This design comes from an exercise in tuning for small area and a short achievable clock period on the open sky130 flow, not from production work.
The RTL of this run was laid out without a check of its function.
Power figures rest on the tool's default switching activity, not on a simulated workload.

==> design/flow/design.v <==
`timescale 1ns / 1ps
module DelayNUnit#( parameter BITSIZE = 8, N = 16  )
    ( input clk,
      input reset,
      input [BITSIZE-1:0] reg_in,
      output [BITSIZE-1:0] reg_out
    );
    reg [BITSIZE-1:0] shift_reg[N-1:0];
    assign reg_out = shift_reg[N-1];
    always @ (posedge clk)
    if( reset )
    begin
        shift_reg[0] <= 0;
    end
    else
    begin
        shift_reg[0] <= reg_in;            
    end
    genvar i;
    generate
        for( i = 1; i < N; i = i+1 )
        begin:stage
            always @ (posedge clk)
            if( reset )
            begin
                shift_reg[i] <= 0;            
            end
            else
            begin
                shift_reg[i] <= shift_reg[i-1];            
            end
       end
    endgenerate
    endmodule
`timescale 1ns / 1ps
module pipeline#( parameter BITSIZE = 8, N = 16 )
    ( input clk,
      input reset,
      input [BITSIZE-1:0] reg_in,
      output [N*BITSIZE-1:0] reg_out_packed
    );
    reg [BITSIZE-1:0] shift_reg[N-1:0];
    assign reg_out = shift_reg[N-1];
    always @ (posedge clk)
    if( reset )
    begin
        shift_reg[0] <= 0;
    end
    else
    begin
        shift_reg[0] <= reg_in;            
    end
    genvar i;
    generate
        for( i = 1; i < N; i = i+1 )
        begin:stage
            always @ (posedge clk)
            if( reset )
            begin
                shift_reg[i] <= 0;            
            end
            else
            begin
                shift_reg[i] <= shift_reg[i-1];            
            end
       end
    endgenerate
    genvar ind;
    generate
      for ( ind = 0; ind < N; ind=ind+1 )
        begin:outreg
          assign reg_out_packed[BITSIZE*ind+:BITSIZE] = shift_reg[ind];
        end
    endgenerate
    endmodule
`timescale 1ns / 1ps
module adder_tree
#(parameter WIDTH=16, LEN=1024, piping_start_stage=3)
(
    input [LEN*WIDTH-1:0] adder_tree_in_packed,
    input clk,reset,
    output [WIDTH-1:0] adder_tree_out
);
    wire signed [WIDTH-1:0] stage[$clog2(LEN)-1:0][LEN/2-1:0];
    wire signed [WIDTH-1:0] adder_tree_in[LEN-1:0];
    parameter max_possible_stage = $clog2(LEN)-1;
    genvar i;
    generate
        for ( i = 0; i < LEN; i=i+1 )
        begin:unpack
            assign adder_tree_in[i] = adder_tree_in_packed[WIDTH*i+:WIDTH];
        end
    endgenerate
    genvar j;
    generate
    for(j = 0; j < LEN/2; j = j+1)
        begin : tree0
            assign stage[0][j] = adder_tree_in[2*j] + adder_tree_in[2*j+1];
        end
    endgenerate 
    genvar p,q,r,s,t,u,v,w,x;
    generate
        if (max_possible_stage-piping_start_stage > 0) 
        begin    
            for (p = 1; p <= piping_start_stage; p = p+1)
            begin : tree_before_pipeline_stage
                for(q = 0; q < LEN/4; q = q+1)
                begin : tree_before_pipeline_stage_inner
                    assign stage[p][q] = stage[p-1][2*q] + stage[p-1][(2*q)+1];
                end
            end
            for(r = piping_start_stage; r < max_possible_stage; r = r+(piping_start_stage+1)) 
            begin: multipipe
                wire [WIDTH-1:0] pip_reg[(LEN/2**(r+1))-1:0]; 
                for (s=0; s < ((LEN/2**(r+1))); s=s+1)
                begin: pipe_in 
                    DelayNUnit #(WIDTH, 1) piping(clk, reset, stage[r][s], pip_reg[s]);
                end
                for (t=0; t < (LEN/2**(r+1))/2; t=t+1)
                begin: pipe_out 
                    assign stage[r+1][t] = pip_reg[2*t] + pip_reg[(2*t)+1];
                end
                for(u = r+2; (u <= max_possible_stage) && (u <= r+(piping_start_stage+1)); u = u+1)
                begin : tree_after_pipeline_stage
                    for(v = 0; v < LEN/4; v = v+1)
                    begin : tree_after_pipeline_stage_inner
                        assign stage[u][v] = stage[u-1][2*v] + stage[u-1][(2*v)+1];
                    end
                end
            end
        end
        else 
        begin
            for(w = 1; (w <= max_possible_stage); w = w+1)
            begin : tree_with_no_pipeline
                for(x = 0; x < LEN/4; x = x+1)
                begin : tree_with_no_pipeline_inner
                    assign stage[w][x] = stage[w-1][2*x] + stage[w-1][2*x+1];
                end
            end
        end
    endgenerate 
    assign adder_tree_out = stage[max_possible_stage][0];
endmodule
`timescale 1ns / 1ps
module error_compute
#(parameter WIDTH = 16)
(
    input [WIDTH-1:0] desired_in,
    input [WIDTH-1:0] filter_out,
    output [WIDTH-1:0] error
);
    assign error = desired_in - filter_out;
endmodule
`timescale 1ns / 1ps
module fir_taps
#(parameter WIDTH = 16, QP = 12, ORD = 64, SHIFT = 0)
(
    input [ORD*WIDTH-1:0] filter_in_packed,
    input [ORD*WIDTH-1:0] weight_in_packed,
    output [ORD*WIDTH-1:0] tap_out_packed
);
    wire signed [2*WIDTH-1:0] tap_out_full[ORD-1:0], tap_out_rnd[ORD-1:0];
    wire signed [WIDTH-1:0] filter_in[ORD-1:0], weight[ORD-1:0], tap_out[ORD-1:0];
    genvar i;
    generate
        for(i = 0; i < ORD; i = i + 1)
        begin:taps
            assign tap_out_full[i] = $signed(filter_in[i]) * $signed(weight[i]);
            assign tap_out_rnd[i] = tap_out_full[i] + (1'b1 << ((QP+SHIFT)-1));
            assign tap_out[i] = tap_out_rnd[i][(QP+SHIFT)+:WIDTH];
        end
    endgenerate
    genvar ind;
    generate
        for ( ind = 0; ind < ORD; ind=ind+1 )
        begin:filter_pack
            assign filter_in[ind] = filter_in_packed[WIDTH*ind+:WIDTH];
        end
    endgenerate
    generate
        for ( ind = 0; ind < ORD; ind=ind+1 )
        begin:weight_pack
            assign weight[ind] = weight_in_packed[WIDTH*ind+:WIDTH];
        end
    endgenerate
    generate
        for ( ind = 0; ind < ORD; ind=ind+1 )
        begin:tap_pack
            assign tap_out_packed[WIDTH*ind+:WIDTH] = tap_out[ind];
        end
    endgenerate
endmodule
`timescale 1ns / 1ps
module w_update_d
#(parameter WIDTH = 16, QP = 12, SHIFT = 0)
(
    input clk,
    input reset,
    input [WIDTH-1:0] mu_error,
    input [WIDTH-1:0] x_n,
    output reg [WIDTH-1:0] weight
);
    wire signed [2*WIDTH-1:0] x_n_error_full, x_n_error_rnd; 
    wire signed [WIDTH-1:0] x_n_error, new_weight, x_n_error_d, x_n_error_rnd_2;
    DelayNUnit #(WIDTH, 1) IN_PIP(clk, reset, x_n_error, x_n_error_d);         
    assign x_n_error_full = $signed(x_n) * $signed(mu_error);
    assign x_n_error_rnd = x_n_error_full + (1<<((QP+SHIFT)-1));
    assign x_n_error = x_n_error_rnd[(QP+SHIFT)+:WIDTH];
    assign new_weight = weight + x_n_error_d;
    always @ ( posedge clk )
    if ( reset )
        weight <= 0;
    else
        weight <= new_weight;
endmodule
`timescale 1ns / 1ps
module angle_map_pib2
#(parameter LUT_WIDTH = 5, TRUNC_WIDTH = 8)
(
    input signed [TRUNC_WIDTH-1:0] x_in,
    output reg   [LUT_WIDTH-1:0]   x_map,
    output reg                     sign_cos,
    output reg                     sign_sin
);
    localparam LUT_QP = LUT_WIDTH - 1;
    wire sign_sin_in;
    wire gr_0_5, gr_1, gr_1_5, gr_2;
    wire [TRUNC_WIDTH-2:0] x_abs, x_map_lvl1;
    localparam TWO_Q3_1  = 4'b010_0;      
    localparam ONE_Q3_1  = 4'b001_0;      
    localparam ZR_5_Q3_1 = 4'b000_1;      
    localparam ON_5_Q3_1 = 4'b001_1;      
    assign sign_sin_in = x_in[TRUNC_WIDTH-1];
    assign x_abs       = sign_sin_in ? -x_in: x_in;
    assign gr_2   = x_abs > (TWO_Q3_1 <<< (LUT_WIDTH-1));
    assign x_map_lvl1 = gr_2 ? x_abs - (TWO_Q3_1 <<< (LUT_WIDTH-1)) : x_abs;
    assign gr_0_5 = x_map_lvl1 > (ZR_5_Q3_1 <<< (LUT_WIDTH-1));
    assign gr_1   = x_map_lvl1 > (ONE_Q3_1 <<< (LUT_WIDTH-1));
    assign gr_1_5 = x_map_lvl1 > (ON_5_Q3_1 <<< (LUT_WIDTH-1));
    always @(*)
    begin
        case ({gr_1_5, gr_1, gr_0_5})
            3'b111: begin     
                x_map    = (TWO_Q3_1 <<< (LUT_WIDTH-1)) - x_map_lvl1;
                sign_sin = ~sign_sin_in;
                sign_cos = 1'b0;    
            end
            3'b011: begin     
                x_map    = x_map_lvl1 - (ONE_Q3_1 <<< (LUT_WIDTH-1));
                sign_sin = ~sign_sin_in;
                sign_cos = 1'b1;
            end
            3'b001: begin     
                x_map    = (ONE_Q3_1 <<< (LUT_WIDTH-1)) - x_map_lvl1;
                sign_sin = sign_sin_in;
                sign_cos = 1'b1;
            end
            3'b000: begin     
                x_map    = x_map_lvl1;
                sign_sin = sign_sin_in;
                sign_cos = 1'b0;
            end
            default: begin 
                x_map    = 16'bx;
                sign_sin = 1'bx;
                sign_cos = 1'bx;
            end
        endcase
    end
endmodule
`timescale 1ns / 1ps
module sin_cos_LUT_7QP
(
    input      [ 6:0] x_in1, x_in2, x_in3,
    output reg [15:0] sin1, sin2, sin3, cos1, cos2, cos3
);
    wire [15:0] mux_in_cos0, mux_in_sin0, mux_in_cos1, mux_in_sin1, mux_in_cos2, mux_in_sin2, mux_in_cos3, mux_in_sin3, mux_in_cos4, mux_in_sin4, mux_in_cos5, mux_in_sin5, mux_in_cos6, mux_in_sin6, mux_in_cos7, mux_in_sin7, mux_in_cos8, mux_in_sin8, mux_in_cos9, mux_in_sin9, mux_in_cos10, mux_in_sin10, mux_in_cos11, mux_in_sin11, mux_in_cos12, mux_in_sin12, mux_in_cos13, mux_in_sin13, mux_in_cos14, mux_in_sin14, mux_in_cos15, mux_in_sin15, mux_in_cos16, mux_in_sin16, mux_in_cos17, mux_in_sin17, mux_in_cos18, mux_in_sin18, mux_in_cos19, mux_in_sin19, mux_in_cos20, mux_in_sin20, mux_in_cos21, mux_in_sin21, mux_in_cos22, mux_in_sin22, mux_in_cos23, mux_in_sin23, mux_in_cos24, mux_in_sin24, mux_in_cos25, mux_in_sin25, mux_in_cos26, mux_in_sin26, mux_in_cos27, mux_in_sin27, mux_in_cos28, mux_in_sin28, mux_in_cos29, mux_in_sin29, mux_in_cos30, mux_in_sin30, mux_in_cos31, mux_in_sin31, mux_in_cos32, mux_in_sin32, mux_in_cos33, mux_in_sin33, mux_in_cos34, mux_in_sin34, mux_in_cos35, mux_in_sin35, mux_in_cos36, mux_in_sin36, mux_in_cos37, mux_in_sin37, mux_in_cos38, mux_in_sin38, mux_in_cos39, mux_in_sin39, mux_in_cos40, mux_in_sin40, mux_in_cos41, mux_in_sin41, mux_in_cos42, mux_in_sin42, mux_in_cos43, mux_in_sin43, mux_in_cos44, mux_in_sin44, mux_in_cos45, mux_in_sin45, mux_in_cos46, mux_in_sin46, mux_in_cos47, mux_in_sin47, mux_in_cos48, mux_in_sin48, mux_in_cos49, mux_in_sin49, mux_in_cos50, mux_in_sin50, mux_in_cos51, mux_in_sin51, mux_in_cos52, mux_in_sin52, mux_in_cos53, mux_in_sin53, mux_in_cos54, mux_in_sin54, mux_in_cos55, mux_in_sin55, mux_in_cos56, mux_in_sin56, mux_in_cos57, mux_in_sin57, mux_in_cos58, mux_in_sin58, mux_in_cos59, mux_in_sin59, mux_in_cos60, mux_in_sin60, mux_in_cos61, mux_in_sin61, mux_in_cos62, mux_in_sin62, mux_in_cos63, mux_in_sin63, mux_in_cos64, mux_in_sin64;
    assign mux_in_cos0 = 16'b1000000000000000;
    assign mux_in_sin0 = 16'b0000000000000000;
    assign mux_in_cos1 = 16'b0111111111110110;
    assign mux_in_sin1 = 16'b0000001100100100;
    assign mux_in_cos2 = 16'b0111111111011001;
    assign mux_in_sin2 = 16'b0000011001001000;
    assign mux_in_cos3 = 16'b0111111110100111;
    assign mux_in_sin3 = 16'b0000100101101011;
    assign mux_in_cos4 = 16'b0111111101100010;
    assign mux_in_sin4 = 16'b0000110010001100;
    assign mux_in_cos5 = 16'b0111111100001010;
    assign mux_in_sin5 = 16'b0000111110101011;
    assign mux_in_cos6 = 16'b0111111010011101;
    assign mux_in_sin6 = 16'b0001001011001000;
    assign mux_in_cos7 = 16'b0111111000011110;
    assign mux_in_sin7 = 16'b0001010111100010;
    assign mux_in_cos8 = 16'b0111110110001010;
    assign mux_in_sin8 = 16'b0001100011111001;
    assign mux_in_cos9 = 16'b0111110011100100;
    assign mux_in_sin9 = 16'b0001110000001100;
    assign mux_in_cos10 = 16'b0111110000101010;
    assign mux_in_sin10 = 16'b0001111100011010;
    assign mux_in_cos11 = 16'b0111101101011101;
    assign mux_in_sin11 = 16'b0010001000100100;
    assign mux_in_cos12 = 16'b0111101001111101;
    assign mux_in_sin12 = 16'b0010010100101000;
    assign mux_in_cos13 = 16'b0111100110001010;
    assign mux_in_sin13 = 16'b0010100000100111;
    assign mux_in_cos14 = 16'b0111100010000101;
    assign mux_in_sin14 = 16'b0010101100011111;
    assign mux_in_cos15 = 16'b0111011101101100;
    assign mux_in_sin15 = 16'b0010111000010001;
    assign mux_in_cos16 = 16'b0111011001000010;
    assign mux_in_sin16 = 16'b0011000011111100;
    assign mux_in_cos17 = 16'b0111010100000101;
    assign mux_in_sin17 = 16'b0011001111011111;
    assign mux_in_cos18 = 16'b0111001110110110;
    assign mux_in_sin18 = 16'b0011011010111010;
    assign mux_in_cos19 = 16'b0111001001010101;
    assign mux_in_sin19 = 16'b0011100110001101;
    assign mux_in_cos20 = 16'b0111000011100011;
    assign mux_in_sin20 = 16'b0011110001010111;
    assign mux_in_cos21 = 16'b0110111101011111;
    assign mux_in_sin21 = 16'b0011111100010111;
    assign mux_in_cos22 = 16'b0110110111001010;
    assign mux_in_sin22 = 16'b0100000111001110;
    assign mux_in_cos23 = 16'b0110110000100100;
    assign mux_in_sin23 = 16'b0100010001111011;
    assign mux_in_cos24 = 16'b0110101001101110;
    assign mux_in_sin24 = 16'b0100011100011101;
    assign mux_in_cos25 = 16'b0110100010100111;
    assign mux_in_sin25 = 16'b0100100110110100;
    assign mux_in_cos26 = 16'b0110011011010000;
    assign mux_in_sin26 = 16'b0100110001000000;
    assign mux_in_cos27 = 16'b0110010011101001;
    assign mux_in_sin27 = 16'b0100111011000000;
    assign mux_in_cos28 = 16'b0110001011110010;
    assign mux_in_sin28 = 16'b0101000100110100;
    assign mux_in_cos29 = 16'b0110000011101100;
    assign mux_in_sin29 = 16'b0101001110011011;
    assign mux_in_cos30 = 16'b0101111011010111;
    assign mux_in_sin30 = 16'b0101010111110110;
    assign mux_in_cos31 = 16'b0101110010110100;
    assign mux_in_sin31 = 16'b0101100001000011;
    assign mux_in_cos32 = 16'b0101101010000010;
    assign mux_in_sin32 = 16'b0101101010000010;
    assign mux_in_cos33 = 16'b0101100001000011;
    assign mux_in_sin33 = 16'b0101110010110100;
    assign mux_in_cos34 = 16'b0101010111110110;
    assign mux_in_sin34 = 16'b0101111011010111;
    assign mux_in_cos35 = 16'b0101001110011011;
    assign mux_in_sin35 = 16'b0110000011101100;
    assign mux_in_cos36 = 16'b0101000100110100;
    assign mux_in_sin36 = 16'b0110001011110010;
    assign mux_in_cos37 = 16'b0100111011000000;
    assign mux_in_sin37 = 16'b0110010011101001;
    assign mux_in_cos38 = 16'b0100110001000000;
    assign mux_in_sin38 = 16'b0110011011010000;
    assign mux_in_cos39 = 16'b0100100110110100;
    assign mux_in_sin39 = 16'b0110100010100111;
    assign mux_in_cos40 = 16'b0100011100011101;
    assign mux_in_sin40 = 16'b0110101001101110;
    assign mux_in_cos41 = 16'b0100010001111011;
    assign mux_in_sin41 = 16'b0110110000100100;
    assign mux_in_cos42 = 16'b0100000111001110;
    assign mux_in_sin42 = 16'b0110110111001010;
    assign mux_in_cos43 = 16'b0011111100010111;
    assign mux_in_sin43 = 16'b0110111101011111;
    assign mux_in_cos44 = 16'b0011110001010111;
    assign mux_in_sin44 = 16'b0111000011100011;
    assign mux_in_cos45 = 16'b0011100110001101;
    assign mux_in_sin45 = 16'b0111001001010101;
    assign mux_in_cos46 = 16'b0011011010111010;
    assign mux_in_sin46 = 16'b0111001110110110;
    assign mux_in_cos47 = 16'b0011001111011111;
    assign mux_in_sin47 = 16'b0111010100000101;
    assign mux_in_cos48 = 16'b0011000011111100;
    assign mux_in_sin48 = 16'b0111011001000010;
    assign mux_in_cos49 = 16'b0010111000010001;
    assign mux_in_sin49 = 16'b0111011101101100;
    assign mux_in_cos50 = 16'b0010101100011111;
    assign mux_in_sin50 = 16'b0111100010000101;
    assign mux_in_cos51 = 16'b0010100000100111;
    assign mux_in_sin51 = 16'b0111100110001010;
    assign mux_in_cos52 = 16'b0010010100101000;
    assign mux_in_sin52 = 16'b0111101001111101;
    assign mux_in_cos53 = 16'b0010001000100100;
    assign mux_in_sin53 = 16'b0111101101011101;
    assign mux_in_cos54 = 16'b0001111100011010;
    assign mux_in_sin54 = 16'b0111110000101010;
    assign mux_in_cos55 = 16'b0001110000001100;
    assign mux_in_sin55 = 16'b0111110011100100;
    assign mux_in_cos56 = 16'b0001100011111001;
    assign mux_in_sin56 = 16'b0111110110001010;
    assign mux_in_cos57 = 16'b0001010111100010;
    assign mux_in_sin57 = 16'b0111111000011110;
    assign mux_in_cos58 = 16'b0001001011001000;
    assign mux_in_sin58 = 16'b0111111010011101;
    assign mux_in_cos59 = 16'b0000111110101011;
    assign mux_in_sin59 = 16'b0111111100001010;
    assign mux_in_cos60 = 16'b0000110010001100;
    assign mux_in_sin60 = 16'b0111111101100010;
    assign mux_in_cos61 = 16'b0000100101101011;
    assign mux_in_sin61 = 16'b0111111110100111;
    assign mux_in_cos62 = 16'b0000011001001000;
    assign mux_in_sin62 = 16'b0111111111011001;
    assign mux_in_cos63 = 16'b0000001100100100;
    assign mux_in_sin63 = 16'b0111111111110110;
    assign mux_in_cos64 = 16'b0000000000000000;
    assign mux_in_sin64 = 16'b1000000000000000;
    always @ (*)
    begin
        case(x_in1)
        7'b0000000 : sin1 = mux_in_sin0;
        7'b0000001 : sin1 = mux_in_sin1;
        7'b0000010 : sin1 = mux_in_sin2;
        7'b0000011 : sin1 = mux_in_sin3;
        7'b0000100 : sin1 = mux_in_sin4;
        7'b0000101 : sin1 = mux_in_sin5;
        7'b0000110 : sin1 = mux_in_sin6;
        7'b0000111 : sin1 = mux_in_sin7;
        7'b0001000 : sin1 = mux_in_sin8;
        7'b0001001 : sin1 = mux_in_sin9;
        7'b0001010 : sin1 = mux_in_sin10;
        7'b0001011 : sin1 = mux_in_sin11;
        7'b0001100 : sin1 = mux_in_sin12;
        7'b0001101 : sin1 = mux_in_sin13;
        7'b0001110 : sin1 = mux_in_sin14;
        7'b0001111 : sin1 = mux_in_sin15;
        7'b0010000 : sin1 = mux_in_sin16;
        7'b0010001 : sin1 = mux_in_sin17;
        7'b0010010 : sin1 = mux_in_sin18;
        7'b0010011 : sin1 = mux_in_sin19;
        7'b0010100 : sin1 = mux_in_sin20;
        7'b0010101 : sin1 = mux_in_sin21;
        7'b0010110 : sin1 = mux_in_sin22;
        7'b0010111 : sin1 = mux_in_sin23;
        7'b0011000 : sin1 = mux_in_sin24;
        7'b0011001 : sin1 = mux_in_sin25;
        7'b0011010 : sin1 = mux_in_sin26;
        7'b0011011 : sin1 = mux_in_sin27;
        7'b0011100 : sin1 = mux_in_sin28;
        7'b0011101 : sin1 = mux_in_sin29;
        7'b0011110 : sin1 = mux_in_sin30;
        7'b0011111 : sin1 = mux_in_sin31;
        7'b0100000 : sin1 = mux_in_sin32;
        7'b0100001 : sin1 = mux_in_sin33;
        7'b0100010 : sin1 = mux_in_sin34;
        7'b0100011 : sin1 = mux_in_sin35;
        7'b0100100 : sin1 = mux_in_sin36;
        7'b0100101 : sin1 = mux_in_sin37;
        7'b0100110 : sin1 = mux_in_sin38;
        7'b0100111 : sin1 = mux_in_sin39;
        7'b0101000 : sin1 = mux_in_sin40;
        7'b0101001 : sin1 = mux_in_sin41;
        7'b0101010 : sin1 = mux_in_sin42;
        7'b0101011 : sin1 = mux_in_sin43;
        7'b0101100 : sin1 = mux_in_sin44;
        7'b0101101 : sin1 = mux_in_sin45;
        7'b0101110 : sin1 = mux_in_sin46;
        7'b0101111 : sin1 = mux_in_sin47;
        7'b0110000 : sin1 = mux_in_sin48;
        7'b0110001 : sin1 = mux_in_sin49;
        7'b0110010 : sin1 = mux_in_sin50;
        7'b0110011 : sin1 = mux_in_sin51;
        7'b0110100 : sin1 = mux_in_sin52;
        7'b0110101 : sin1 = mux_in_sin53;
        7'b0110110 : sin1 = mux_in_sin54;
        7'b0110111 : sin1 = mux_in_sin55;
        7'b0111000 : sin1 = mux_in_sin56;
        7'b0111001 : sin1 = mux_in_sin57;
        7'b0111010 : sin1 = mux_in_sin58;
        7'b0111011 : sin1 = mux_in_sin59;
        7'b0111100 : sin1 = mux_in_sin60;
        7'b0111101 : sin1 = mux_in_sin61;
        7'b0111110 : sin1 = mux_in_sin62;
        7'b0111111 : sin1 = mux_in_sin63;
        7'b1000000 : sin1 = mux_in_sin64;
        default: sin1 = 15'bx;
        endcase
    end
    always @ (*)
    begin
        case(x_in2)
        7'b0000000 : sin2 = mux_in_sin0;
        7'b0000001 : sin2 = mux_in_sin1;
        7'b0000010 : sin2 = mux_in_sin2;
        7'b0000011 : sin2 = mux_in_sin3;
        7'b0000100 : sin2 = mux_in_sin4;
        7'b0000101 : sin2 = mux_in_sin5;
        7'b0000110 : sin2 = mux_in_sin6;
        7'b0000111 : sin2 = mux_in_sin7;
        7'b0001000 : sin2 = mux_in_sin8;
        7'b0001001 : sin2 = mux_in_sin9;
        7'b0001010 : sin2 = mux_in_sin10;
        7'b0001011 : sin2 = mux_in_sin11;
        7'b0001100 : sin2 = mux_in_sin12;
        7'b0001101 : sin2 = mux_in_sin13;
        7'b0001110 : sin2 = mux_in_sin14;
        7'b0001111 : sin2 = mux_in_sin15;
        7'b0010000 : sin2 = mux_in_sin16;
        7'b0010001 : sin2 = mux_in_sin17;
        7'b0010010 : sin2 = mux_in_sin18;
        7'b0010011 : sin2 = mux_in_sin19;
        7'b0010100 : sin2 = mux_in_sin20;
        7'b0010101 : sin2 = mux_in_sin21;
        7'b0010110 : sin2 = mux_in_sin22;
        7'b0010111 : sin2 = mux_in_sin23;
        7'b0011000 : sin2 = mux_in_sin24;
        7'b0011001 : sin2 = mux_in_sin25;
        7'b0011010 : sin2 = mux_in_sin26;
        7'b0011011 : sin2 = mux_in_sin27;
        7'b0011100 : sin2 = mux_in_sin28;
        7'b0011101 : sin2 = mux_in_sin29;
        7'b0011110 : sin2 = mux_in_sin30;
        7'b0011111 : sin2 = mux_in_sin31;
        7'b0100000 : sin2 = mux_in_sin32;
        7'b0100001 : sin2 = mux_in_sin33;
        7'b0100010 : sin2 = mux_in_sin34;
        7'b0100011 : sin2 = mux_in_sin35;
        7'b0100100 : sin2 = mux_in_sin36;
        7'b0100101 : sin2 = mux_in_sin37;
        7'b0100110 : sin2 = mux_in_sin38;
        7'b0100111 : sin2 = mux_in_sin39;
        7'b0101000 : sin2 = mux_in_sin40;
        7'b0101001 : sin2 = mux_in_sin41;
        7'b0101010 : sin2 = mux_in_sin42;
        7'b0101011 : sin2 = mux_in_sin43;
        7'b0101100 : sin2 = mux_in_sin44;
        7'b0101101 : sin2 = mux_in_sin45;
        7'b0101110 : sin2 = mux_in_sin46;
        7'b0101111 : sin2 = mux_in_sin47;
        7'b0110000 : sin2 = mux_in_sin48;
        7'b0110001 : sin2 = mux_in_sin49;
        7'b0110010 : sin2 = mux_in_sin50;
        7'b0110011 : sin2 = mux_in_sin51;
        7'b0110100 : sin2 = mux_in_sin52;
        7'b0110101 : sin2 = mux_in_sin53;
        7'b0110110 : sin2 = mux_in_sin54;
        7'b0110111 : sin2 = mux_in_sin55;
        7'b0111000 : sin2 = mux_in_sin56;
        7'b0111001 : sin2 = mux_in_sin57;
        7'b0111010 : sin2 = mux_in_sin58;
        7'b0111011 : sin2 = mux_in_sin59;
        7'b0111100 : sin2 = mux_in_sin60;
        7'b0111101 : sin2 = mux_in_sin61;
        7'b0111110 : sin2 = mux_in_sin62;
        7'b0111111 : sin2 = mux_in_sin63;
        7'b1000000 : sin2 = mux_in_sin64;
        default: sin2 = 15'bx;
        endcase
    end
    always @ (*)
    begin
        case(x_in3)
        7'b0000000 : sin3 = mux_in_sin0;
        7'b0000001 : sin3 = mux_in_sin1;
        7'b0000010 : sin3 = mux_in_sin2;
        7'b0000011 : sin3 = mux_in_sin3;
        7'b0000100 : sin3 = mux_in_sin4;
        7'b0000101 : sin3 = mux_in_sin5;
        7'b0000110 : sin3 = mux_in_sin6;
        7'b0000111 : sin3 = mux_in_sin7;
        7'b0001000 : sin3 = mux_in_sin8;
        7'b0001001 : sin3 = mux_in_sin9;
        7'b0001010 : sin3 = mux_in_sin10;
        7'b0001011 : sin3 = mux_in_sin11;
        7'b0001100 : sin3 = mux_in_sin12;
        7'b0001101 : sin3 = mux_in_sin13;
        7'b0001110 : sin3 = mux_in_sin14;
        7'b0001111 : sin3 = mux_in_sin15;
        7'b0010000 : sin3 = mux_in_sin16;
        7'b0010001 : sin3 = mux_in_sin17;
        7'b0010010 : sin3 = mux_in_sin18;
        7'b0010011 : sin3 = mux_in_sin19;
        7'b0010100 : sin3 = mux_in_sin20;
        7'b0010101 : sin3 = mux_in_sin21;
        7'b0010110 : sin3 = mux_in_sin22;
        7'b0010111 : sin3 = mux_in_sin23;
        7'b0011000 : sin3 = mux_in_sin24;
        7'b0011001 : sin3 = mux_in_sin25;
        7'b0011010 : sin3 = mux_in_sin26;
        7'b0011011 : sin3 = mux_in_sin27;
        7'b0011100 : sin3 = mux_in_sin28;
        7'b0011101 : sin3 = mux_in_sin29;
        7'b0011110 : sin3 = mux_in_sin30;
        7'b0011111 : sin3 = mux_in_sin31;
        7'b0100000 : sin3 = mux_in_sin32;
        7'b0100001 : sin3 = mux_in_sin33;
        7'b0100010 : sin3 = mux_in_sin34;
        7'b0100011 : sin3 = mux_in_sin35;
        7'b0100100 : sin3 = mux_in_sin36;
        7'b0100101 : sin3 = mux_in_sin37;
        7'b0100110 : sin3 = mux_in_sin38;
        7'b0100111 : sin3 = mux_in_sin39;
        7'b0101000 : sin3 = mux_in_sin40;
        7'b0101001 : sin3 = mux_in_sin41;
        7'b0101010 : sin3 = mux_in_sin42;
        7'b0101011 : sin3 = mux_in_sin43;
        7'b0101100 : sin3 = mux_in_sin44;
        7'b0101101 : sin3 = mux_in_sin45;
        7'b0101110 : sin3 = mux_in_sin46;
        7'b0101111 : sin3 = mux_in_sin47;
        7'b0110000 : sin3 = mux_in_sin48;
        7'b0110001 : sin3 = mux_in_sin49;
        7'b0110010 : sin3 = mux_in_sin50;
        7'b0110011 : sin3 = mux_in_sin51;
        7'b0110100 : sin3 = mux_in_sin52;
        7'b0110101 : sin3 = mux_in_sin53;
        7'b0110110 : sin3 = mux_in_sin54;
        7'b0110111 : sin3 = mux_in_sin55;
        7'b0111000 : sin3 = mux_in_sin56;
        7'b0111001 : sin3 = mux_in_sin57;
        7'b0111010 : sin3 = mux_in_sin58;
        7'b0111011 : sin3 = mux_in_sin59;
        7'b0111100 : sin3 = mux_in_sin60;
        7'b0111101 : sin3 = mux_in_sin61;
        7'b0111110 : sin3 = mux_in_sin62;
        7'b0111111 : sin3 = mux_in_sin63;
        7'b1000000 : sin3 = mux_in_sin64;
        default: sin3 = 15'bx;
        endcase
    end
    always @ (*)
    begin
        case(x_in1)
        7'b0000000 : cos1 = mux_in_cos0;
        7'b0000001 : cos1 = mux_in_cos1;
        7'b0000010 : cos1 = mux_in_cos2;
        7'b0000011 : cos1 = mux_in_cos3;
        7'b0000100 : cos1 = mux_in_cos4;
        7'b0000101 : cos1 = mux_in_cos5;
        7'b0000110 : cos1 = mux_in_cos6;
        7'b0000111 : cos1 = mux_in_cos7;
        7'b0001000 : cos1 = mux_in_cos8;
        7'b0001001 : cos1 = mux_in_cos9;
        7'b0001010 : cos1 = mux_in_cos10;
        7'b0001011 : cos1 = mux_in_cos11;
        7'b0001100 : cos1 = mux_in_cos12;
        7'b0001101 : cos1 = mux_in_cos13;
        7'b0001110 : cos1 = mux_in_cos14;
        7'b0001111 : cos1 = mux_in_cos15;
        7'b0010000 : cos1 = mux_in_cos16;
        7'b0010001 : cos1 = mux_in_cos17;
        7'b0010010 : cos1 = mux_in_cos18;
        7'b0010011 : cos1 = mux_in_cos19;
        7'b0010100 : cos1 = mux_in_cos20;
        7'b0010101 : cos1 = mux_in_cos21;
        7'b0010110 : cos1 = mux_in_cos22;
        7'b0010111 : cos1 = mux_in_cos23;
        7'b0011000 : cos1 = mux_in_cos24;
        7'b0011001 : cos1 = mux_in_cos25;
        7'b0011010 : cos1 = mux_in_cos26;
        7'b0011011 : cos1 = mux_in_cos27;
        7'b0011100 : cos1 = mux_in_cos28;
        7'b0011101 : cos1 = mux_in_cos29;
        7'b0011110 : cos1 = mux_in_cos30;
        7'b0011111 : cos1 = mux_in_cos31;
        7'b0100000 : cos1 = mux_in_cos32;
        7'b0100001 : cos1 = mux_in_cos33;
        7'b0100010 : cos1 = mux_in_cos34;
        7'b0100011 : cos1 = mux_in_cos35;
        7'b0100100 : cos1 = mux_in_cos36;
        7'b0100101 : cos1 = mux_in_cos37;
        7'b0100110 : cos1 = mux_in_cos38;
        7'b0100111 : cos1 = mux_in_cos39;
        7'b0101000 : cos1 = mux_in_cos40;
        7'b0101001 : cos1 = mux_in_cos41;
        7'b0101010 : cos1 = mux_in_cos42;
        7'b0101011 : cos1 = mux_in_cos43;
        7'b0101100 : cos1 = mux_in_cos44;
        7'b0101101 : cos1 = mux_in_cos45;
        7'b0101110 : cos1 = mux_in_cos46;
        7'b0101111 : cos1 = mux_in_cos47;
        7'b0110000 : cos1 = mux_in_cos48;
        7'b0110001 : cos1 = mux_in_cos49;
        7'b0110010 : cos1 = mux_in_cos50;
        7'b0110011 : cos1 = mux_in_cos51;
        7'b0110100 : cos1 = mux_in_cos52;
        7'b0110101 : cos1 = mux_in_cos53;
        7'b0110110 : cos1 = mux_in_cos54;
        7'b0110111 : cos1 = mux_in_cos55;
        7'b0111000 : cos1 = mux_in_cos56;
        7'b0111001 : cos1 = mux_in_cos57;
        7'b0111010 : cos1 = mux_in_cos58;
        7'b0111011 : cos1 = mux_in_cos59;
        7'b0111100 : cos1 = mux_in_cos60;
        7'b0111101 : cos1 = mux_in_cos61;
        7'b0111110 : cos1 = mux_in_cos62;
        7'b0111111 : cos1 = mux_in_cos63;
        7'b1000000 : cos1 = mux_in_cos64;
        default: cos1 = 15'bx;
        endcase
    end
    always @ (*)
    begin
        case(x_in2)
        7'b0000000 : cos2 = mux_in_cos0;
        7'b0000001 : cos2 = mux_in_cos1;
        7'b0000010 : cos2 = mux_in_cos2;
        7'b0000011 : cos2 = mux_in_cos3;
        7'b0000100 : cos2 = mux_in_cos4;
        7'b0000101 : cos2 = mux_in_cos5;
        7'b0000110 : cos2 = mux_in_cos6;
        7'b0000111 : cos2 = mux_in_cos7;
        7'b0001000 : cos2 = mux_in_cos8;
        7'b0001001 : cos2 = mux_in_cos9;
        7'b0001010 : cos2 = mux_in_cos10;
        7'b0001011 : cos2 = mux_in_cos11;
        7'b0001100 : cos2 = mux_in_cos12;
        7'b0001101 : cos2 = mux_in_cos13;
        7'b0001110 : cos2 = mux_in_cos14;
        7'b0001111 : cos2 = mux_in_cos15;
        7'b0010000 : cos2 = mux_in_cos16;
        7'b0010001 : cos2 = mux_in_cos17;
        7'b0010010 : cos2 = mux_in_cos18;
        7'b0010011 : cos2 = mux_in_cos19;
        7'b0010100 : cos2 = mux_in_cos20;
        7'b0010101 : cos2 = mux_in_cos21;
        7'b0010110 : cos2 = mux_in_cos22;
        7'b0010111 : cos2 = mux_in_cos23;
        7'b0011000 : cos2 = mux_in_cos24;
        7'b0011001 : cos2 = mux_in_cos25;
        7'b0011010 : cos2 = mux_in_cos26;
        7'b0011011 : cos2 = mux_in_cos27;
        7'b0011100 : cos2 = mux_in_cos28;
        7'b0011101 : cos2 = mux_in_cos29;
        7'b0011110 : cos2 = mux_in_cos30;
        7'b0011111 : cos2 = mux_in_cos31;
        7'b0100000 : cos2 = mux_in_cos32;
        7'b0100001 : cos2 = mux_in_cos33;
        7'b0100010 : cos2 = mux_in_cos34;
        7'b0100011 : cos2 = mux_in_cos35;
        7'b0100100 : cos2 = mux_in_cos36;
        7'b0100101 : cos2 = mux_in_cos37;
        7'b0100110 : cos2 = mux_in_cos38;
        7'b0100111 : cos2 = mux_in_cos39;
        7'b0101000 : cos2 = mux_in_cos40;
        7'b0101001 : cos2 = mux_in_cos41;
        7'b0101010 : cos2 = mux_in_cos42;
        7'b0101011 : cos2 = mux_in_cos43;
        7'b0101100 : cos2 = mux_in_cos44;
        7'b0101101 : cos2 = mux_in_cos45;
        7'b0101110 : cos2 = mux_in_cos46;
        7'b0101111 : cos2 = mux_in_cos47;
        7'b0110000 : cos2 = mux_in_cos48;
        7'b0110001 : cos2 = mux_in_cos49;
        7'b0110010 : cos2 = mux_in_cos50;
        7'b0110011 : cos2 = mux_in_cos51;
        7'b0110100 : cos2 = mux_in_cos52;
        7'b0110101 : cos2 = mux_in_cos53;
        7'b0110110 : cos2 = mux_in_cos54;
        7'b0110111 : cos2 = mux_in_cos55;
        7'b0111000 : cos2 = mux_in_cos56;
        7'b0111001 : cos2 = mux_in_cos57;
        7'b0111010 : cos2 = mux_in_cos58;
        7'b0111011 : cos2 = mux_in_cos59;
        7'b0111100 : cos2 = mux_in_cos60;
        7'b0111101 : cos2 = mux_in_cos61;
        7'b0111110 : cos2 = mux_in_cos62;
        7'b0111111 : cos2 = mux_in_cos63;
        7'b1000000 : cos2 = mux_in_cos64;
        default: cos2 = 15'bx;
        endcase
    end
    always @ (*)
    begin
        case(x_in3)
        7'b0000000 : cos3 = mux_in_cos0;
        7'b0000001 : cos3 = mux_in_cos1;
        7'b0000010 : cos3 = mux_in_cos2;
        7'b0000011 : cos3 = mux_in_cos3;
        7'b0000100 : cos3 = mux_in_cos4;
        7'b0000101 : cos3 = mux_in_cos5;
        7'b0000110 : cos3 = mux_in_cos6;
        7'b0000111 : cos3 = mux_in_cos7;
        7'b0001000 : cos3 = mux_in_cos8;
        7'b0001001 : cos3 = mux_in_cos9;
        7'b0001010 : cos3 = mux_in_cos10;
        7'b0001011 : cos3 = mux_in_cos11;
        7'b0001100 : cos3 = mux_in_cos12;
        7'b0001101 : cos3 = mux_in_cos13;
        7'b0001110 : cos3 = mux_in_cos14;
        7'b0001111 : cos3 = mux_in_cos15;
        7'b0010000 : cos3 = mux_in_cos16;
        7'b0010001 : cos3 = mux_in_cos17;
        7'b0010010 : cos3 = mux_in_cos18;
        7'b0010011 : cos3 = mux_in_cos19;
        7'b0010100 : cos3 = mux_in_cos20;
        7'b0010101 : cos3 = mux_in_cos21;
        7'b0010110 : cos3 = mux_in_cos22;
        7'b0010111 : cos3 = mux_in_cos23;
        7'b0011000 : cos3 = mux_in_cos24;
        7'b0011001 : cos3 = mux_in_cos25;
        7'b0011010 : cos3 = mux_in_cos26;
        7'b0011011 : cos3 = mux_in_cos27;
        7'b0011100 : cos3 = mux_in_cos28;
        7'b0011101 : cos3 = mux_in_cos29;
        7'b0011110 : cos3 = mux_in_cos30;
        7'b0011111 : cos3 = mux_in_cos31;
        7'b0100000 : cos3 = mux_in_cos32;
        7'b0100001 : cos3 = mux_in_cos33;
        7'b0100010 : cos3 = mux_in_cos34;
        7'b0100011 : cos3 = mux_in_cos35;
        7'b0100100 : cos3 = mux_in_cos36;
        7'b0100101 : cos3 = mux_in_cos37;
        7'b0100110 : cos3 = mux_in_cos38;
        7'b0100111 : cos3 = mux_in_cos39;
        7'b0101000 : cos3 = mux_in_cos40;
        7'b0101001 : cos3 = mux_in_cos41;
        7'b0101010 : cos3 = mux_in_cos42;
        7'b0101011 : cos3 = mux_in_cos43;
        7'b0101100 : cos3 = mux_in_cos44;
        7'b0101101 : cos3 = mux_in_cos45;
        7'b0101110 : cos3 = mux_in_cos46;
        7'b0101111 : cos3 = mux_in_cos47;
        7'b0110000 : cos3 = mux_in_cos48;
        7'b0110001 : cos3 = mux_in_cos49;
        7'b0110010 : cos3 = mux_in_cos50;
        7'b0110011 : cos3 = mux_in_cos51;
        7'b0110100 : cos3 = mux_in_cos52;
        7'b0110101 : cos3 = mux_in_cos53;
        7'b0110110 : cos3 = mux_in_cos54;
        7'b0110111 : cos3 = mux_in_cos55;
        7'b0111000 : cos3 = mux_in_cos56;
        7'b0111001 : cos3 = mux_in_cos57;
        7'b0111010 : cos3 = mux_in_cos58;
        7'b0111011 : cos3 = mux_in_cos59;
        7'b0111100 : cos3 = mux_in_cos60;
        7'b0111101 : cos3 = mux_in_cos61;
        7'b0111110 : cos3 = mux_in_cos62;
        7'b0111111 : cos3 = mux_in_cos63;
        7'b1000000 : cos3 = mux_in_cos64;
        default: cos3 = 15'bx;
        endcase
    end
endmodule
`timescale 1ns / 1ps
module nonl_PhiMap_pip_lut
#( parameter Q_ORD = 7, WIDTH = 16, QP = 12, LUT_WIDTH = 7)
( 
    input signed [WIDTH-1:0] x_in,
    output signed [Q_ORD*WIDTH-1:0] nonl_x_out_packed     
);
    localparam TRUNC_WIDTH = LUT_WIDTH + 3;      
    wire signed [WIDTH-1:0] x_in_d, x_trunc_rnd;
    wire signed [TRUNC_WIDTH-1:0] x_trunc, x_trunc2, x_trunc3;
    wire signed [WIDTH-1:0] nonl_x_out[Q_ORD-1:0];       
    wire signed [2*WIDTH:0] theta_full[(Q_ORD-1)/2-1:0], theta_rnd[(Q_ORD-1)/2-1:0];
    wire signed [2*WIDTH:0] pi_x_in[3:0];
    wire signed [WIDTH:0] theta_in[(Q_ORD-1)/2-1:0], theta_in_d[(Q_ORD-1)/2-1:0];
    wire [LUT_WIDTH-1:0] x_map1, x_map_d, x_map2, x_map3;
    wire sign_sin1, sign_sin2, sign_sin3, sign_cos1, sign_cos2, sign_cos3;
    wire [Q_ORD*WIDTH-1:0] nonl_x_out_packed_out;
    assign nonl_x_out_packed[WIDTH-1:0] = x_in;      
    assign x_trunc_rnd = x_in + (16'b1 << (QP-LUT_WIDTH)-1 );
    assign x_trunc     = x_trunc_rnd[(QP-LUT_WIDTH)+:TRUNC_WIDTH] ;
    assign x_trunc2    = (x_trunc <<< 1);
    assign x_trunc3    = x_trunc + x_trunc2;
    angle_map_pib2 #(.LUT_WIDTH(LUT_WIDTH),
                     .TRUNC_WIDTH(TRUNC_WIDTH)) 
                 AM1(.x_in(x_trunc),
                     .x_map(x_map1),
                     .sign_cos(sign_cos1),
                     .sign_sin(sign_sin1));
    angle_map_pib2 #(.LUT_WIDTH(LUT_WIDTH),
                     .TRUNC_WIDTH(TRUNC_WIDTH)) 
                 AM2(.x_in(x_trunc2),
                     .x_map(x_map2),
                     .sign_cos(sign_cos2),
                     .sign_sin(sign_sin2));
    angle_map_pib2 #(.LUT_WIDTH(LUT_WIDTH),
                     .TRUNC_WIDTH(TRUNC_WIDTH)) 
                 AM3(.x_in(x_trunc3),
                     .x_map(x_map3),
                     .sign_cos(sign_cos3),
                     .sign_sin(sign_sin3));
    wire [WIDTH-1:0] sin1_usgn, sin2_usgn, sin3_usgn, cos1_usgn, cos2_usgn, cos3_usgn;
    sin_cos_LUT_7QP SC_LUT(.x_in1(x_map1), .x_in2(x_map2), .x_in3(x_map3), .sin1(sin1_usgn), .cos1(cos1_usgn), .sin2(sin2_usgn), .cos2(cos2_usgn), .sin3(sin3_usgn), .cos3(cos3_usgn));
    assign nonl_x_out[1] = sign_sin1 ? -(sin1_usgn >> 1): (sin1_usgn >> 1);
    assign nonl_x_out[2] = sign_cos1 ? -(cos1_usgn >> 1): (cos1_usgn >> 1);
    assign nonl_x_out[3] = sign_sin2 ? -(sin2_usgn >> 1): (sin2_usgn >> 1);
    assign nonl_x_out[4] = sign_cos2 ? -(cos2_usgn >> 1): (cos2_usgn >> 1);
    assign nonl_x_out[5] = sign_sin3 ? -(sin3_usgn >> 1): (sin3_usgn >> 1);
    assign nonl_x_out[6] = sign_cos3 ? -(cos3_usgn >> 1): (cos3_usgn >> 1);
    genvar ind;
    generate
        for ( ind = 1; ind < Q_ORD; ind=ind+1 )
        begin:out_pack
            assign nonl_x_out_packed[WIDTH*ind+:WIDTH] = (nonl_x_out[ind]);
        end
    endgenerate
endmodule
`timescale 1ns / 1ps
module tflaf_top
#(parameter L_ORD = 2, Q_ORD = 7, WIDTH = 16, QP = 12)
(
    input clk,
    input reset, 
    input [WIDTH-1:0] signal_in,
    input [WIDTH-1:0] desired_in,
    output [WIDTH-1:0] filter_out_d,
    output reg [WIDTH-1:0] error_d
);
    localparam WRET = 1, NON_PIP = 1, E_PIP = 1;
    localparam LIN_PIP = 2 + (($clog2(L_ORD*Q_ORD+1)-1)/4);
    localparam RET = NON_PIP + LIN_PIP + WRET + E_PIP;
    localparam W_PIP = LIN_PIP + E_PIP;
    localparam LIN_ADD_LEN = 2**$clog2(L_ORD*Q_ORD+1);
    localparam LIN_ADD_ZERO_PAD = LIN_ADD_LEN - L_ORD*Q_ORD - 1;
    reg signed [WIDTH-1:0] signal_in_d, desired_in_d;
    wire signed [WIDTH-1:0] filter_in[Q_ORD-1:0][L_ORD+W_PIP-1:0], weight[Q_ORD-1:0][L_ORD-1:0], mu_error, mu_error_d, error_rnd, adder_out, adder_out_d[Q_ORD-1:0];
    wire signed [WIDTH-1:0] adder_tree_out, adder_tree_out_rnd;
    wire signed [WIDTH-1:0] error, filter_out, desired_in_ret_d;
    wire signed [L_ORD*WIDTH-1:0] tap_out_packed[Q_ORD-1:0], tap_out_packed_d[Q_ORD-1:0], weight_packed[Q_ORD-1:0];
    wire signed [L_ORD*Q_ORD*WIDTH-1:0] tap_out_packed_adder;
    wire signed [(L_ORD+W_PIP-1)*WIDTH-1:0] filter_in_packed[Q_ORD-1:0];
    wire signed [Q_ORD*WIDTH-1:0] nonl_x_out_packed;
    wire signed [WIDTH-1:0] nonl_x_out[Q_ORD-1:0], nonl_x_out_d[Q_ORD-1:0];
    wire signed [WIDTH-1:0] weight_const, tap_out_const, tap_out_const_d;
    nonl_PhiMap_pip_lut #(Q_ORD, WIDTH, QP) Phi( .x_in(signal_in_d), .nonl_x_out_packed(nonl_x_out_packed));
    genvar f;
    generate
        for (f = 0; f < Q_ORD; f = f+1)
        begin:pipe
            DelayNUnit #(WIDTH, 1) NONL_PIP(clk, reset, nonl_x_out[f], nonl_x_out_d[f]);       
            assign filter_in[f][0] = nonl_x_out_d[f];
            pipeline #(WIDTH, (L_ORD+W_PIP-1)) PIP(clk, reset, filter_in[f][0], filter_in_packed[f]);
        end
    endgenerate
    fir_taps #(WIDTH, QP, L_ORD) FIR_0({filter_in_packed[0][(L_ORD-1)*WIDTH-1:0], filter_in[0][0]}, weight_packed[0], tap_out_packed[0]); 
    DelayNUnit #(L_ORD*WIDTH, 1) MULT_PIP_0(clk, reset, tap_out_packed[0], tap_out_packed_d[0]);       
    genvar i;
    generate
        for (i = 1; i < Q_ORD ; i = i+1) 
        begin: filters
            fir_taps #(WIDTH, QP, L_ORD,2) FIR({filter_in_packed[i][(L_ORD-1)*WIDTH-1:0], filter_in[i][0]}, weight_packed[i], tap_out_packed[i]); 
            DelayNUnit #(L_ORD*WIDTH, 1) MULT_PIP(clk, reset, tap_out_packed[i], tap_out_packed_d[i]);       
        end
    endgenerate
    fir_taps #(WIDTH, QP, 1) FIR_CONST(({{(WIDTH-1){1'b0}}, 1'b1} << QP), weight_const, tap_out_const);
    DelayNUnit #(WIDTH, 1) MULT_PIP_CONST(clk, reset, tap_out_const, tap_out_const_d);       
    adder_tree #(WIDTH, LIN_ADD_LEN) ADD1(.clk(clk), .reset(reset), .adder_tree_in_packed({tap_out_packed_adder,tap_out_const_d,{(LIN_ADD_ZERO_PAD*WIDTH){1'b0}}}), .adder_tree_out(adder_out)); 
    assign filter_out = adder_out;
    DelayNUnit #(WIDTH, 1) FILT_OUT_PIP(clk, reset, filter_out, filter_out_d);               
    error_compute #(WIDTH) EC( .desired_in(desired_in_ret_d), .filter_out(filter_out_d), .error(error));
    assign error_rnd = error + (1<<(7-1));
    assign mu_error = error_rnd >>> 7;        
    DelayNUnit #(WIDTH, 1) ERR_PIP(clk, reset, mu_error, mu_error_d);               
    genvar w_q, w_l;
    generate
    for ( w_l = 0; w_l < L_ORD; w_l = w_l+1 ) 
    begin: weights_l_0
        w_update_d #(WIDTH, QP, 0) WUB_0( clk, reset, mu_error_d, filter_in[0][w_l+W_PIP], weight[0][w_l]); 
    end
    endgenerate
    generate
        for( w_q = 1; w_q < Q_ORD; w_q = w_q+1 )
        begin: weights_q
            for ( w_l = 0; w_l < L_ORD; w_l = w_l+1 ) 
            begin: weights_l
                w_update_d #(WIDTH, QP, 2) WUB( clk, reset, mu_error_d, filter_in[w_q][w_l+W_PIP], weight[w_q][w_l]); 
            end
        end
    endgenerate
    w_update_d #(WIDTH, QP) WUB_CONST( clk, reset, mu_error_d, ({{(WIDTH-1){1'b0}}, 1'b1} << QP), weight_const); 
    always @ (posedge clk)
    begin
        if (reset)
        begin
            signal_in_d <= 0;
            desired_in_d <= 0;           
        end
        else
        begin
            signal_in_d <= signal_in;
            desired_in_d <= desired_in;
        end
    end
    always @ (posedge clk)
    begin
        if (reset)
        begin
            error_d <= 0;
        end
        else
        begin
            error_d <= error;
        end
    end
    DelayNUnit #(WIDTH, RET-WRET-E_PIP) DES_PIP(clk, reset, desired_in_d, desired_in_ret_d);
    genvar ind_l, ind_q;
    generate
        for ( ind_q = 0; ind_q < Q_ORD; ind_q=ind_q+1 )
        begin:filter_pack
            for ( ind_l = 0; ind_l < L_ORD+W_PIP-1; ind_l=ind_l+1 ) 
            begin:filter_inner
                assign filter_in[ind_q][ind_l+1] = filter_in_packed[ind_q][WIDTH*ind_l+:WIDTH];
            end
        end
    endgenerate
    generate
        for ( ind_q = 0; ind_q < Q_ORD; ind_q=ind_q+1 )
        begin:weight_pack
            for ( ind_l = 0; ind_l < L_ORD; ind_l=ind_l+1 ) 
            begin:weight_inner
                assign weight_packed[ind_q][WIDTH*ind_l+:WIDTH] = weight[ind_q][ind_l];
            end
        end
    endgenerate
    genvar ind;
    generate
        for ( ind = 0; ind < Q_ORD; ind=ind+1 )
        begin:nonl_x_pack
            assign nonl_x_out[ind] = nonl_x_out_packed[WIDTH*ind+:WIDTH];
        end
    endgenerate
    generate
        for ( ind = 0; ind < Q_ORD; ind=ind+1 )
        begin:tap_out_pack
            assign tap_out_packed_adder[L_ORD*WIDTH*ind+:L_ORD*WIDTH] = tap_out_packed_d[ind];
        end
    endgenerate
endmodule
==> design/flow/run.sh <==
#!/bin/bash
# synth_recipe.tcl (not shown) runs the flow's synth.tcl, then flattens the netlist and writes it again
# the make line also repeats each setting of config.mk as NAME=value (left out here)
make -C /OpenROAD-flow-scripts/flow DESIGN_CONFIG=/design/flow/config.mk WORK_HOME=/design/flow/orfs CLKGATE_MAP_FILE= SYNTH_SCRIPT=/design/flow/synth_recipe.tcl finish
==> design/flow/config.mk <==
export PLATFORM = sky130hd
export DESIGN_NAME = tflaf_top
export DESIGN_NICKNAME = tflaf_top
export VERILOG_FILES = /design/flow/design.v
export SDC_FILE = /design/flow/constraint.sdc
export NUM_CORES = 4
export LEC_CHECK = 0
export CAP_MARGIN = 20
export CORE_MARGIN = 2
export CORE_UTILIZATION = 45
export PLACE_DENSITY = 0.6
export SLEW_MARGIN = 20
==> design/flow/constraint.sdc <==
create_clock -name core_clock -period 8.5 [get_ports {clk}]
set_input_delay 1.7000 -clock core_clock [delete_from_list [all_inputs] [get_ports {clk}]]
set_output_delay 1.7000 -clock core_clock [all_outputs]
set_load 0.01 [all_outputs]
==> out/metrics.cfg <==
[synthesis]
synthArstFlopShare=0
synth_edf_count=0
synthFlopType=dfxtp_1
yosys.area_share.xor_xnor=0.0409
ys_seq_elements=1394
avgSynthCellArea_um2=9.18
synthCells=27600
synthMuxAreaShare=0.00225
syn_area_mm2=0.253
synth_top_family_by_area=adder cells
synthDistinctLibCells=134
yosysSeqAreaShare=0.110
synthSimpleGateAreaFrac=0.168
synth_compound_area_frac=0.0561
yosysWarnings=20
syn_nets=34900
yosys.area_share.adder=0.518

[global_routing]
first_global_vias=192000
grt_max_degree=138
overflow=0
grt_usage=0.242
grt_pass1_wl_um=1090000
antenna_found_initial=31

[worst_hold_path]
min_path_cells=1
hp-class=flip-flop to flip-flop

[die]
die_x_um=754
die_h_um=754
start_util=0.451
dieArea_mm2=0.568
core_area_mm2=0.561
ios=66
num_rows=275

[clock_network]
cts_tree=yes
cts_buffer_depth=4
cts_root_buffer=clkbuf_16
clkSinkCount=1394
h-tree-depth=4
clk_latency_ns=1.02
ctsHoldBuffers=0
clkSlewWorstSetupHoldPaths_ns=0.06
numCtsBuffers=189

[critical_path]
cpMostUsedCell=fa_1
worstPathRequired_ns=9.32
critPathMaxStageDelay_ns=0.95
cp_num_buf_inv=5
critPathArrivalTime_ns=8.92
worst-r2r-cell-count=22
worst-setup-path-type=flip-flop to flip-flop
critPathTopFamily=adder cells
worst-path-stages=22
critPathSlowestCell=dfxtp_1
cp-start-kind=flip-flop
worstPathMaxFanout=17
cp_cell_sequence=nand2_1 -> fa_1 -> inv_1 -> fa_1 -> inv_1 -> fa_1 -> fa_1 -> inv_1 -> fa_1 -> inv_1 -> fa_1 -> inv_1 -> ha_1 -> a211oi_1 -> o21ai_0 -> nand3_1 -> a31oi_1 -> a211oi_1 -> o21ai_0 -> a2111oi_0 -> o21ai_0 -> and3b_1
end_kind=flip-flop

[timing]
max_freq_mhz=123
finalMaxSlewViolations=0
worst_pin_slew_ns=1.36
rsz0062_at_grt=false
relSlewSlack=0.0890
fin_crit_sh=0.954
hold_viol_final=0
timing.final.crit_period_ns=8.11
finalSetupViolations=0
setup-tns-final_ns=0
fin_skew_ns=0.115

[finish]
layout-drive-gt1-share=0.0377
nets=34400
stdcell_area_mm2=0.269
syn_to_final_growth_pct=6.17
final_common_cell=inv_1
register_area_mm2=0.0279
n_fill_cell=53300
multiInputGateArea_mm2=0.199
fin_util=0.479
mostFrequentLayoutCells=inv_1 (5,744), fa_1 (5,288), nand2_1 (3,455)
largest_reg_flops=448

[routing]
avgViaCountPerCell=5.18
wire_per_inst_um=19.3
ant_nets=0
drc_errors=0
drtIter0Drc=11800
dr.pass1.iters=7
totalWireLength_um=670000
vias=180000

[pwr]
p_per_area_mw_per_mm2=341
leakage_nw=121
peakVddDrop_v=0.00117

[place]
gp_congestion=0.938
io_buffer_count=65
dp_hpwl_um=537000
placed_area_mm2=0.262

[run_status]
status=complete, no violations

[job]
maxCapViolCount=0

==> final cells by class <==
cell class / count / area share
Clock buffer: 236 / 0.0193
Sequential cell: 1394 / 0.104
Timing Repair Buffer: 505 / 0.0158
Antenna cell: 84 / 0.000783
Inverter: 5757 / 0.0805
Multi-Input combinational cell: 19200 / 0.740
Clock inverter: 108 / 0.00505
Tap cell: 7479 / 0.0348
==> cells in the mapped netlist, drive strengths merged, types with 293 or more instances <==
master | n | area, um^2
inv | 5757 | 21600
fa | 5288 | 106000
nand2 | 3459 | 13000
ha | 2014 | 25200
and2 | 2002 | 12500
dfxtp | 1394 | 27900
nor2 | 1056 | 3980
clkbuf | 935 | 3510
xnor2 | 860 | 7580
nor2b | 711 | 4450
a21oi | 498 | 2530
nand2b | 445 | 2780
o21ai | 361 | 1820
nor3 | 302 | 1630
xor2 | 295 | 2630
buf | 293 | 1300
==> timing repair <==
| item | 4_1_cts | 5_1_grt |
|---|---|---|
| setup endpoints to repair | 0 | 8 |
| buffers inserted | 0 | 1 |
| resized for setup | 0 | 4 |
==> final timing paths <==
check / from / endpoint / slack, ns
setup / recovery: pipe[1].NONL_PIP.shift_reg[0][10] / filters[1].MULT_PIP.shift_reg[0][15] / 0.39
hold / removal: DES_PIP.shift_reg[0][0] / DES_PIP.shift_reg[1][0] / 0.34
setup reg to reg: pipe[1].NONL_PIP.shift_reg[0][10] / filters[1].MULT_PIP.shift_reg[0][15] / 0.39
hold reg to reg: DES_PIP.shift_reg[0][0] / DES_PIP.shift_reg[1][0] / 0.34
==> cells by family after synthesis <==
| group | count (synthesis) |
|---|---|
| AOI/OAI and AO/OA | 2075 |
| and+or+nand+nor | 8587 |
| xor gates and xnor gates | 1161 |
| adders and majority gates | 7307 |
| DFF | 1394 |
| muxes | 51 |
| buffers and inverters | 6985 |
==> layer usage <==
metal	vias up	wire, um	GRT usage
met5	-	68	0
met4	10	20400	0.0645
met3	951	42800	0.0328
met2	5006	307000	0.385
met1	92500	300000	0.347
li1	81500	-	-
==> power by group <==
group	internal, W	switching, W
combinational	0.0283	0.0415
clock	0.00496	0.00361
sequential	0.00854	0.00473
==> stage by stage <==
step           hold slack, ns  power [W]  setup WS, ns  instances
6_report                0.343     0.0916         0.393      34700
5_1_grt                 0.377      0.101       0.00699      34700
3_5_place_dp            0.420     0.0829         0.260      34300
2_1_floorplan           0.414     0.0601         0.968      27600
3_3_place_gp            0.415     0.0820         0.399      34300
4_1_cts                 0.367     0.0922         0.227      34700

what the ideal ports hide:
The flow's constraints put no driver on any port. The routed layout listed below was extracted and timed again, unchanged, in two steps.
Step 1 sets driving cells, clkbuf_16 on the clock port and buf_2 on the other inputs (assumed; they add their load-dependent delay and slew).
Step 2 times the ports against the registers' clock, not the clock port: input delays grow and output delays shrink by t, the midpoint of the rising clock arrivals with the driver on.
Slacks: ideal ports / drivers / drivers and shift; pairs: ideal ports / drivers.
t, ns: 1.095
setup WS [ns]: 0.393 / 0.393 / 0.393
worst data-port slew with drivers (ns): 0.06
After both steps this run still meets setup and hold. For this run, drivers alone change the setup slack by 0.000 ns; drivers and shift together by 0.000 ns.
